Context: an optimization exercise on an open-source flow, tuned for small area. The choices shown serve that exercise and are no tape-out recipe. Where RTL was checked, it was by simulation tests only, not by an equivalence proof against the original. No activity file was given, so power comes from the tool's default toggle rates.

Design FPGA_ScoreBoard_TOP, start of the top module:
module FPGA_ScoreBoard_TOP(
	input CLK_50MHZ,
	input BTN_WEST,
	input RS232_DCE_RXD,
	output RS232_DCE_TXD,
	output [21:0] NF_A,
	input [7:0] NF_D_I,
	output [7:0] NF_D_O,
	output NF_D_OE,
	output NF_CE, NF_BYTE, NF_OE,
	output reg NF_RP,
	output NF_WE, NF_WP
);
wire clk = CLK_50MHZ;
wire rst = BTN_WEST;
reg [1:0] bc;                  
reg [15:0] acc;
reg tick_rx, tick_tx;
wire [15:0] acc_next = acc + 16'd151;
always @(posedge clk)
	if (rst) begin acc <= 16'h0800; tick_rx <= 0; tick_tx <= 0; end
	else begin
		acc <= acc_next;
		tick_rx <= acc[11] & ~acc_next[11];
		tick_tx <= tick_rx & (acc[15:12] == 4'd8);
	end
reg mdone;
wire mrst = ~mdone;
always @(posedge clk)
	if (rst) mdone <= 0;
	else if (acc[11:0] == 12'd3991) mdone <= 1;
always @(posedge clk) NF_RP <= rst;
reg rx_s1, rx_s2, rx_m;
reg r2, r3;
reg [7:0] rc;
reg [7:0] rxdata;              
wire maj = (r3 & r2) | (r3 & rx_s2) | (r2 & rx_s2);
wire rx_idle = (rc == 8'd255);
wire bytedone = ~mrst & tick_rx & (rc == 8'd0);
wire rx_shift = ~mrst & tick_rx & ~rx_idle & (rc[3:0] == 4'd4);
always @(posedge clk)
	if (tick_rx) begin rx_s1 <= RS232_DCE_RXD; rx_s2 <= rx_s1; rx_m <= rx_s2; end
always @(posedge clk)
	if (mrst) rc <= 8'd255;
	else if (tick_rx) begin
		if (rx_idle) begin if (rx_m & ~rx_s2) rc <= 8'd143; end
		else begin
			rc <= rc - 1'b1;
			if (rc[3:0] == 4'd11) r3 <= rx_s2;
			if (rc[3:0] == 4'd8) r2 <= rx_s2;
		end
	end
always @(posedge clk)
	if (rx_shift & bc != 2'd2) rxdata <= {maj, rxdata[7:1]};
reg [4:0] ps;
reg cmd_q;
reg [7:0] R;                   
reg [3:0] ts;
wire tx_wait = (ts == 4'd0) | (ts == 4'd15);
wire pickup = tick_tx & tx_wait;
always @(posedge clk)
	if (rst) ps <= (ps == 5'd11) ? 5'd12 : (ps >= 5'd13 & ps <= 5'd22) ? 5'd31 : 5'd0;
	else if (bytedone) ps <= 5'd1;
	else if (ps == 5'd0) ps <= 5'd0;
	else if (ps <= 5'd3) begin if (tick_rx) ps <= ps + 1'b1; end
	else if (ps == 5'd7 & bc != 2'd2) ps <= 5'd0;
	else if (ps == 5'd29) ps <= 5'd30;
	else if (ps == 5'd30) begin if (mrst | pickup) ps <= 5'd0; end
	else if (ps == 5'd31) ps <= 5'd0;
	else ps <= ps + 1'b1;
always @(posedge clk)
	if (rst) bc <= 0;
	else if (ps == 5'd7) bc <= (bc == 2'd2) ? 2'd0 : bc + 1'b1;
always @(posedge clk)
	if (rst) begin if (ps == 5'd11) cmd_q <= 0; end
	else if (ps == 5'd7 & bc == 2'd0) cmd_q <= rxdata[0];
  ...
==> module FPGA_ScoreBoard_TOP, before the edit <==
module FPGA_ScoreBoard_TOP(
	input CLK_50MHZ,
	input BTN_WEST,
	input RS232_DCE_RXD,
	output RS232_DCE_TXD,
	output [21:0] NF_A,
	input [7:0] NF_D_I,
	output [7:0] NF_D_O,
	output NF_D_OE,
	output NF_CE, NF_BYTE, NF_OE,
	output reg NF_RP,
	output NF_WE, NF_WP
);
wire clk = CLK_50MHZ;
wire rst = BTN_WEST;
reg [1:0] bc;                  
reg [15:0] acc;
reg tick_rx, tick_tx;
wire [15:0] acc_next = acc + 16'd151;
always @(posedge clk)
	if (rst) begin acc <= 16'h0800; tick_rx <= 0; tick_tx <= 0; end
	else begin
		acc <= acc_next;
		tick_rx <= acc[11] & ~acc_next[11];
		tick_tx <= tick_rx & (acc[15:12] == 4'd8);
	end
reg mdone;
wire mrst = ~mdone;
always @(posedge clk)
	if (rst) mdone <= 0;
	else if (acc[11:0] == 12'd3991) mdone <= 1;
always @(posedge clk) NF_RP <= rst;
reg rx_s1, rx_s2, rx_m;
reg r2, r3;
reg [7:0] rc;
reg [7:0] rxdata;              
wire maj = (r3 & r2) | (r3 & rx_s2) | (r2 & rx_s2);
wire rx_idle = (rc == 8'd255);
wire bytedone = ~mrst & tick_rx & (rc == 8'd0);
wire rx_shift = ~mrst & tick_rx & ~rx_idle & (rc[3:0] == 4'd4);
always @(posedge clk)
	if (tick_rx) begin rx_s1 <= RS232_DCE_RXD; rx_s2 <= rx_s1; rx_m <= rx_s2; end
always @(posedge clk)
	if (mrst) rc <= 8'd255;
	else if (tick_rx) begin
		if (rx_idle) begin if (rx_m & ~rx_s2) rc <= 8'd143; end
		else begin
			rc <= rc - 1'b1;
			if (rc[3:0] == 4'd11) r3 <= rx_s2;
			if (rc[3:0] == 4'd8) r2 <= rx_s2;
		end
	end
always @(posedge clk)
	if (rx_shift & bc != 2'd2) rxdata <= {maj, rxdata[7:1]};
reg [4:0] ps;
reg cmd_q;
reg [7:0] R;                   
reg [3:0] ts;
wire tx_wait = (ts == 4'd0) | (ts == 4'd15);
wire pickup = tick_tx & tx_wait;
always @(posedge clk)
	if (rst) ps <= (ps == 5'd11) ? 5'd12 : (ps >= 5'd13 & ps <= 5'd22) ? 5'd31 : 5'd0;
	else if (bytedone) ps <= 5'd1;
	else if (ps == 5'd0) ps <= 5'd0;
	else if (ps <= 5'd3) begin if (tick_rx) ps <= ps + 1'b1; end
	else if (ps == 5'd7 & bc != 2'd2) ps <= 5'd0;
	else if (ps == 5'd29) ps <= 5'd30;
	else if (ps == 5'd30) begin if (mrst | pickup) ps <= 5'd0; end
	else if (ps == 5'd31) ps <= 5'd0;
	else ps <= ps + 1'b1;
always @(posedge clk)
	if (rst) bc <= 0;
	else if (ps == 5'd7) bc <= (bc == 2'd2) ? 2'd0 : bc + 1'b1;
always @(posedge clk)
	if (rst) begin if (ps == 5'd11) cmd_q <= 0; end
	else if (ps == 5'd7 & bc == 2'd0) cmd_q <= rxdata[0];
wire act = (ps >= 5'd14 & ps <= 5'd23) | (ps == 5'd31);
always @(posedge clk)
	if (mrst) ts <= 4'd1;
	else if (tick_tx) begin
		if (tx_wait) ts <= (ps == 5'd30) ? 4'd4 : 4'd0;
		else if (ts[3:2] == 2'b00) ts <= 4'd0;
		else ts <= ts + 1'b1;
	end
assign RS232_DCE_TXD = (ts <= 4'd4) | ((ts >= 4'd6) & ~R[0]);
always @(posedge clk)
	if (ps == 5'd23 & cmd_q) R <= NF_D_I;
	else if ((rx_shift & bc == 2'd2) | (~mrst & tick_tx & ts >= 4'd6 & ts <= 4'd12)) R <= {maj, R[7:1]};
assign NF_A[21:8] = 14'd0;
assign NF_A[7:0] = rxdata;
assign NF_D_O = R;
assign NF_CE = ~act;
assign NF_OE = ~(act & cmd_q);
assign NF_WE = ~(act & ~cmd_q);
assign NF_D_OE = act & ~cmd_q;
assign NF_BYTE = 1'b0;
assign NF_WP = 1'b0;
endmodule
Settings: LEC_CHECK=0, CAP_MARGIN=20, CORE_MARGIN=2, CORE_UTILIZATION=40, SLEW_MARGIN=20; clock period 20.0 ns.
standard.sh (not shown) runs the stock make flow with config.mk's settings and CLKGATE_MAP_FILE= SYNTH_SCRIPT=/design/flow/synth_recipe.tcl, a recipe that flattens the netlist after the stock synthesis.
==> flow/flow/run.sh <==
#!/bin/bash
# Layout flow: the standard flow (standard.sh) with three synthesis/placement settings changed:
#  - adders are left to ABC instead of being mapped to half/full-adder cells (ADDER_MAP_FILE empty),
#  - ABC maps with Yosys's default area-oriented script instead of ORFS's speed script,
#  - ports are buffered with sky130_fd_sc_hd__buf_1.
# The synthesis script is synth_recipe.tcl with only its source line pointed at the edited copy of
# ORFS's synth.tcl, so synth still runs with -nofsm -noshare and the netlist is flattened and
# renamed as synth_recipe.tcl does. Each tool's output goes to the logs ORFS writes under orfs/logs;
# make's own output goes to flow_make.log.
set -euo pipefail
W=$(pwd)
sed 's|log_cmd abc {\*}\$abc_args|abc {*}[lrange $abc_args 2 end-2]|' \
  "$FLOW_HOME/scripts/synth.tcl" > "$W/flow_synth.tcl"
grep -q 'abc {\*}\[lrange \$abc_args 2 end-2\]' "$W/flow_synth.tcl"
sed "s|source \$::env(SCRIPTS_DIR)/synth.tcl|source $W/flow_synth.tcl|" \
  "$W/synth_recipe.tcl" > "$W/flow_synth_recipe.tcl"
grep -q "source $W/flow_synth.tcl" "$W/flow_synth_recipe.tcl"
sed "s|SYNTH_SCRIPT=[^ ]*|SYNTH_SCRIPT=$W/flow_synth_recipe.tcl|" "$W/standard.sh" > "$W/flow_standard.sh"
grep -q "SYNTH_SCRIPT=$W/flow_synth_recipe.tcl" "$W/flow_standard.sh"
bash "$W/flow_standard.sh" ADDER_MAP_FILE= "BUFFER_PORTS_ARGS=-buffer_cell sky130_fd_sc_hd__buf_1" finish \
  > "$W/flow_make.log" 2>&1
The starting point ran to the end with no violations.
Rerun with:
--- a/flow/design.v
+++ b/flow/design.v
@@ -15,13 +15,16 @@
 wire rst = BTN_WEST;
 reg [1:0] bc;                  
-reg [15:0] acc;
+reg [11:0] acc;
 reg tick_rx, tick_tx;
-wire [15:0] acc_next = acc + 16'd151;
+reg [3:0] tdiv;                
+wire [12:0] acc_sum = {1'b0, acc} + 13'd151;
 always @(posedge clk)
-	if (rst) begin acc <= 16'h0800; tick_rx <= 0; tick_tx <= 0; end
+	if (rst) begin acc <= 0; tick_rx <= 0; end
+	else begin acc <= acc_sum[11:0]; tick_rx <= ~acc[11] & acc_sum[11]; end
+always @(posedge clk)
+	if (rst) begin tdiv <= 0; tick_tx <= 0; end
 	else begin
-		acc <= acc_next;
-		tick_rx <= acc[11] & ~acc_next[11];
-		tick_tx <= tick_rx & (acc[15:12] == 4'd8);
+		tick_tx <= tick_rx & (tdiv == 4'd7);
+		if (tick_rx) tdiv <= tdiv + 1'b1;
 	end
 reg mdone;
@@ -29,5 +32,5 @@
 always @(posedge clk)
 	if (rst) mdone <= 0;
-	else if (acc[11:0] == 12'd3991) mdone <= 1;
+	else if (acc == 12'd1943) mdone <= 1;
 always @(posedge clk) NF_RP <= rst;
 reg rx_s1, rx_s2, rx_m;
@@ -57,5 +60,5 @@
 reg [7:0] R;                   
 reg [3:0] ts;
-wire tx_wait = (ts == 4'd0) | (ts == 4'd15);
+wire tx_wait = (ts == 4'd12) | (ts == 4'd13);
 wire pickup = tick_tx & tx_wait;
 always @(posedge clk)
@@ -77,14 +80,16 @@
 wire act = (ps >= 5'd14 & ps <= 5'd23) | (ps == 5'd31);
 always @(posedge clk)
-	if (mrst) ts <= 4'd1;
+	if (mrst) ts <= 4'd11;
 	else if (tick_tx) begin
-		if (tx_wait) ts <= (ps == 5'd30) ? 4'd4 : 4'd0;
-		else if (ts[3:2] == 2'b00) ts <= 4'd0;
+		if (tx_wait) ts <= (ps == 5'd30) ? 4'd15 : 4'd12;
+		else if (ts == 4'd15) ts <= 4'd0;
+		else if (ts == 4'd9) ts <= 4'd13;
+		else if (ts == 4'd11) ts <= 4'd12;
 		else ts <= ts + 1'b1;
 	end
-assign RS232_DCE_TXD = (ts <= 4'd4) | ((ts >= 4'd6) & ~R[0]);
+assign RS232_DCE_TXD = (ts == 4'd0) ? 1'b0 : (ts == 4'd11 | ts == 4'd12 | ts == 4'd15) ? 1'b1 : ~R[0];
 always @(posedge clk)
 	if (ps == 5'd23 & cmd_q) R <= NF_D_I;
-	else if ((rx_shift & bc == 2'd2) | (~mrst & tick_tx & ts >= 4'd6 & ts <= 4'd12)) R <= {maj, R[7:1]};
+	else if ((rx_shift & bc == 2'd2) | (~mrst & tick_tx & ts >= 4'd1 & ts <= 4'd7)) R <= {maj, R[7:1]};
 assign NF_A[21:8] = 14'd0;
 assign NF_A[7:0] = rxdata;
Final cell count hardly moves.
Setup slack improves by 0.051 ns.
Routed wire length went down by 4.0%.
Sequential power is about the same.
Die area is about the same.
Function not checked in the first run of this note: the RTL went through the layout flow alone.

---

FPGA_ScoreBoard_TOP, a different RTL version from the one above (not shown whole).
For scale: about 270 cells after synthesis, ~57 flip-flops, roughly 49 I/O pins.
==> module FPGA_ScoreBoard_TOP, before the edit <==
module FPGA_ScoreBoard_TOP(
	input CLK_50MHZ,
	input BTN_WEST,
	input RS232_DCE_RXD,
	output RS232_DCE_TXD,
	output [21:0] NF_A,
	input [7:0] NF_D_I,
	output [7:0] NF_D_O,
	output NF_D_OE,
	output NF_CE, NF_BYTE, NF_OE,
	output reg NF_RP,
	output NF_WE, NF_WP
);
wire clk = CLK_50MHZ;
wire rst = BTN_WEST;
reg [1:0] bc;                  
wire bc0 = ~bc[1] & ~bc[0];
wire bc2 = bc[1];
reg [11:0] acc;
reg tick_rx, tick_tx;
reg [3:0] tdiv;                
wire [12:0] acc_sum = {1'b0, acc} + 13'd151;
always @(posedge clk)
	if (rst) begin acc <= 0; tick_rx <= 0; end
	else begin acc <= acc_sum[11:0]; tick_rx <= ~acc[11] & acc_sum[11]; end
always @(posedge clk)
	if (rst) begin tdiv <= 0; tick_tx <= 0; end
	else begin
		tick_tx <= tick_rx & (tdiv == 4'd7);
		if (tick_rx) tdiv <= tdiv + 1'b1;
	end
reg mdone;
wire mrst = ~mdone;
always @(posedge clk)
	if (rst) mdone <= 0;
	else if ({acc[10], acc[7], acc[5], acc[4], acc[2], acc[1]} == 6'b110111) mdone <= 1;
always @(posedge clk) NF_RP <= rst;
reg rx_s1, rx_s2, m3, r2;
reg [7:0] rc;
reg [7:0] rxdata;              
wire maj = (m3 & r2) | (m3 & rx_s2) | (r2 & rx_s2);
wire rx_idle = rc[7] & rc[6];    
wire bytedone = ~mrst & tick_rx & (rc == 8'd0);
wire rx_shift = ~mrst & tick_rx & ~rx_idle & (rc[3:0] == 4'd4);
wire r3_hold = ~rx_idle & (rc[3:0] >= 4'd5) & (rc[3:0] <= 4'd10);
always @(posedge clk)
	if (tick_rx) begin
		rx_s1 <= RS232_DCE_RXD; rx_s2 <= rx_s1;
		if (~r3_hold) m3 <= rx_s2;
	end
always @(posedge clk)
	if (mrst) rc <= 8'd255;
	else if (tick_rx) begin
		if (rx_idle) begin if (m3 & ~rx_s2) rc <= 8'd143; end
		else begin
			rc <= rc - 1'b1;
			if (rc[3:0] == 4'd8) r2 <= rx_s2;
		end
	end
always @(posedge clk)
	if (rx_shift & ~bc2) rxdata <= {maj, rxdata[7:1]};
localparam [5:0] WAIT = 6'd12, PEND = 6'd15;
reg [5:0] S;
reg cmd_q;
reg [7:0] R;                   
wire seq = S[5];
wire [4:0] ps = S[4:0];
wire [3:0] ts = S[3:0];
always @(posedge clk)
	if (rst & NF_RP) S <= WAIT;
	else if (seq) begin
		if (rst) begin
			if (ps == 5'd11) S <= {1'b1, 5'd12};
			else if (ps >= 5'd13 & ps <= 5'd22) S <= {1'b1, 5'd31};
			else S <= WAIT;
		end
		else if (ps <= 5'd3) begin if (tick_rx) S <= S + 1'b1; end
		else if (ps == 5'd30) begin if (mrst) S <= WAIT; else if (tick_tx) S <= PEND; end
		else if (ps == 5'd31) S <= WAIT;
		else S <= S + 1'b1;
	end else begin
		if (mrst) S <= WAIT;
		else if (bytedone & bc2 & ~rst) S <= {1'b1, 5'd1};
		else if (tick_tx) begin
			if (ts == 4'd12 | ts == 4'd13) S <= WAIT;
			else if (ts == 4'd15) S <= 6'd0;
			else if (ts == 4'd9) S <= 6'd13;
			else S <= S + 1'b1;
		end
	end
always @(posedge clk)
	if (rst) bc <= 0;
	else if (bytedone) bc <= {bc[0], bc0};
always @(posedge clk)
	if (rst) begin if (~NF_RP & seq & ps == 5'd11) cmd_q <= 0; end
	else if (bytedone & bc0) cmd_q <= rxdata[0];
wire act = seq & ((ps >= 5'd14 & ps <= 5'd23) | (ps == 5'd31));
assign RS232_DCE_TXD = seq ? 1'b1 : (ts == 4'd0) ? 1'b0 : (ts == 4'd12 | ts == 4'd15) ? 1'b1 : ~R[0];
always @(posedge clk)
	if (seq & ps == 5'd23 & cmd_q) R <= NF_D_I;
	else if ((rx_shift & bc2) | (~seq & tick_tx & ts >= 4'd1 & ts <= 4'd7)) R <= {maj, R[7:1]};
assign NF_A[21:8] = 14'd0;
assign NF_A[7:0] = rxdata;
assign NF_D_O = R;
assign NF_CE = ~act;
assign NF_OE = ~(act & cmd_q);
assign NF_WE = ~(act & ~cmd_q);
assign NF_D_OE = act & ~cmd_q;
assign NF_BYTE = 1'b0;
assign NF_WP = 1'b0;
endmodule
==> flow/config.mk <==
export PLATFORM = sky130hd
export DESIGN_NAME = FPGA_ScoreBoard_TOP
export DESIGN_NICKNAME = FPGA_ScoreBoard_TOP
export VERILOG_FILES = /design/flow/design.v
export SDC_FILE = /design/flow/constraint.sdc
export NUM_CORES = 4
export LEC_CHECK = 0
export CAP_MARGIN = 20
export CORE_MARGIN = 2
export CORE_UTILIZATION = 40
export SLEW_MARGIN = 20
==> flow/constraint.sdc <==
create_clock -name core_clock -period 20.0 [get_ports {CLK_50MHZ}]
set_input_delay 4.0000 -clock core_clock [delete_from_list [all_inputs] [get_ports {CLK_50MHZ}]]
set_output_delay 4.0000 -clock core_clock [all_outputs]
set_load 0.01 [all_outputs]
==> flow/flow/run.sh <==
#!/bin/bash
# Layout flow: the standard flow (standard.sh) with these settings changed:
#  - synthesis: adders are left to ABC instead of being mapped to half/full-adder cells
#    (ADDER_MAP_FILE empty), and ABC maps with Yosys's default area script, given only the
#    liberty file and don't-use list (flow/abc_args.tcl) instead of ORFS's speed script;
#  - ports are buffered with sky130_fd_sc_hd__buf_1;
#  - the constant outputs share the one tie cell synthesis makes (SKIP_REPAIR_TIE_FANOUT);
#  - CTS builds its tree from sky130_fd_sc_hd__clkbuf_4 without dummy loads;
#  - after global routing, repair_timing downsizes gates off the critical paths (RECOVER_POWER).
# The synthesis script is synth_recipe.tcl with only its source line pointed at the edited copy of
# ORFS's synth.tcl, so synth still runs with -nofsm -noshare and the netlist is flattened and
# renamed as synth_recipe.tcl does. Each tool's output goes to the logs ORFS writes under
# orfs/logs; make's own output goes to flow_make.log.
set -euo pipefail
W=$(pwd)
{ cat "$W/flow/abc_args.tcl"
  sed 's|log_cmd abc {\*}\$abc_args|log_cmd abc {*}[flow_abc_args $abc_args]|' "$FLOW_HOME/scripts/synth.tcl"
} > "$W/flow_synth.tcl"
grep -q 'log_cmd abc {\*}\[flow_abc_args \$abc_args\]' "$W/flow_synth.tcl"
sed "s|source \$::env(SCRIPTS_DIR)/synth.tcl|source $W/flow_synth.tcl|" \
  "$W/synth_recipe.tcl" > "$W/flow_synth_recipe.tcl"
grep -q "source $W/flow_synth.tcl" "$W/flow_synth_recipe.tcl"
sed "s|SYNTH_SCRIPT=[^ ]*|SYNTH_SCRIPT=$W/flow_synth_recipe.tcl|" "$W/standard.sh" > "$W/flow_standard.sh"
grep -q "SYNTH_SCRIPT=$W/flow_synth_recipe.tcl" "$W/flow_standard.sh"
bash "$W/flow_standard.sh" ADDER_MAP_FILE= SKIP_REPAIR_TIE_FANOUT=1 RECOVER_POWER=100 \
  "BUFFER_PORTS_ARGS=-buffer_cell sky130_fd_sc_hd__buf_1" \
  "CTS_ARGS=-sink_clustering_enable -repair_clock_nets -dont_use_dummy_load -buf_list sky130_fd_sc_hd__clkbuf_4 -sink_clustering_size 20" \
  finish > "$W/flow_make.log" 2>&1
==> flow/flow/abc_args.tcl <==
# The arguments of ORFS's abc call without its -script, -constr and -D options: Yosys's default
# ABC script then maps for area with the liberty file and don't-use list alone.
proc flow_abc_args { args_in } {
  set out {}
  set skip 0
  foreach a $args_in {
    if { $skip } {
      set skip 0
      continue
    }
    if { $a in {-script -constr -D} } {
      set skip 1
      continue
    }
    lappend out $a
  }
  return $out
}
Rerun with:
--- a/flow/design.v
+++ b/flow/design.v
@@ -67,13 +67,8 @@
 wire [4:0] ps = S[4:0];
 wire [3:0] ts = S[3:0];
 always @(posedge clk)
-	if (rst & NF_RP) S <= WAIT;
-	else if (seq) begin
-		if (rst) begin
-			if (ps == 5'd11) S <= {1'b1, 5'd12};
-			else if (ps >= 5'd13 & ps <= 5'd22) S <= {1'b1, 5'd31};
-			else S <= WAIT;
-		end
+	if (seq) begin
+		if (rst) S <= (ps == 5'd11) ? {1'b1, 5'd12} : (ps >= 5'd13 & ps <= 5'd22) ? {1'b1, 5'd31} : WAIT;
 		else if (ps <= 5'd3) begin if (tick_rx) S <= S + 1'b1; end
 		else if (ps == 5'd30) begin if (mrst) S <= WAIT; else if (tick_tx) S <= PEND; end
 		else if (ps == 5'd31) S <= WAIT;
@@ -92,7 +87,7 @@
 	if (rst) bc <= 0;
 	else if (bytedone) bc <= {bc[0], bc0};
 always @(posedge clk)
-	if (rst) begin if (~NF_RP & seq & ps == 5'd11) cmd_q <= 0; end
+	if (rst) begin if (seq & ps == 5'd11) cmd_q <= 0; end
 	else if (bytedone & bc0) cmd_q <= rxdata[0];
 wire act = seq & ((ps >= 5'd14 & ps <= 5'd23) | (ps == 5'd31));
 assign RS232_DCE_TXD = seq ? 1'b1 : (ts == 4'd0) ? 1'b0 : (ts == 4'd12 | ts == 4'd15) ? 1'b1 : ~R[0];
The new run finished with timing, DRC and antenna clean.
Power climbs by 0.64%.
Critical path depth stays the same.
Clock power climbs by about 1%.
Synthesized area drops by 1.2%.
Worst hold slack is better by 3.7 ps.
Design area drops by 1.1%.
Utilization drops by 0.24 points.
Non-clock buffer count does not change.
Global-route usage is about the same.
Worst setup slack is better by 360 ps.
First-iteration DRC count drops by about 60%.
Wire length drops by 2.0%.
Count of clock-buffer cells in the layout is unchanged.
Die area drops by about 1.1%.

==> port drivers added, routing unchanged <==
In the flow no input, the clock included, has a driving cell. The finished layouts below were timed again as built, in two steps.
Step 1, drivers: a clkbuf_16 drives CLK_50MHZ and a buf_2 each remaining input, both assumed.
Step 2 also shifts input and output timing later by t, the mid clock arrival at the registers, as if the neighbouring blocks saw the same clock.
a / b / c = ideal / step 1 / step 2; a / b = the first two.
run | t, ns | setup WS [ns] | slew at the worst register clock pin (ns)
the first run of note 1 | 0.363 | 14.310 / 14.283 / 14.491 | 0.08 / 0.08
the second run of note 1 | 0.352 | 14.361 / 14.332 / 14.684 | 0.07 / 0.07
the first run of note 2 | 0.389 | 13.847 / 13.849 / 13.460 | 0.12 / 0.12
the second run of note 2 | 0.402 | 14.207 / 14.181 / 13.882 | 0.10 / 0.10
After both steps every run listed still meets setup and hold. For the first run of note 2, which loses most, drivers alone change the setup slack by +0.002 ns; drivers and shift together by -0.387 ns.
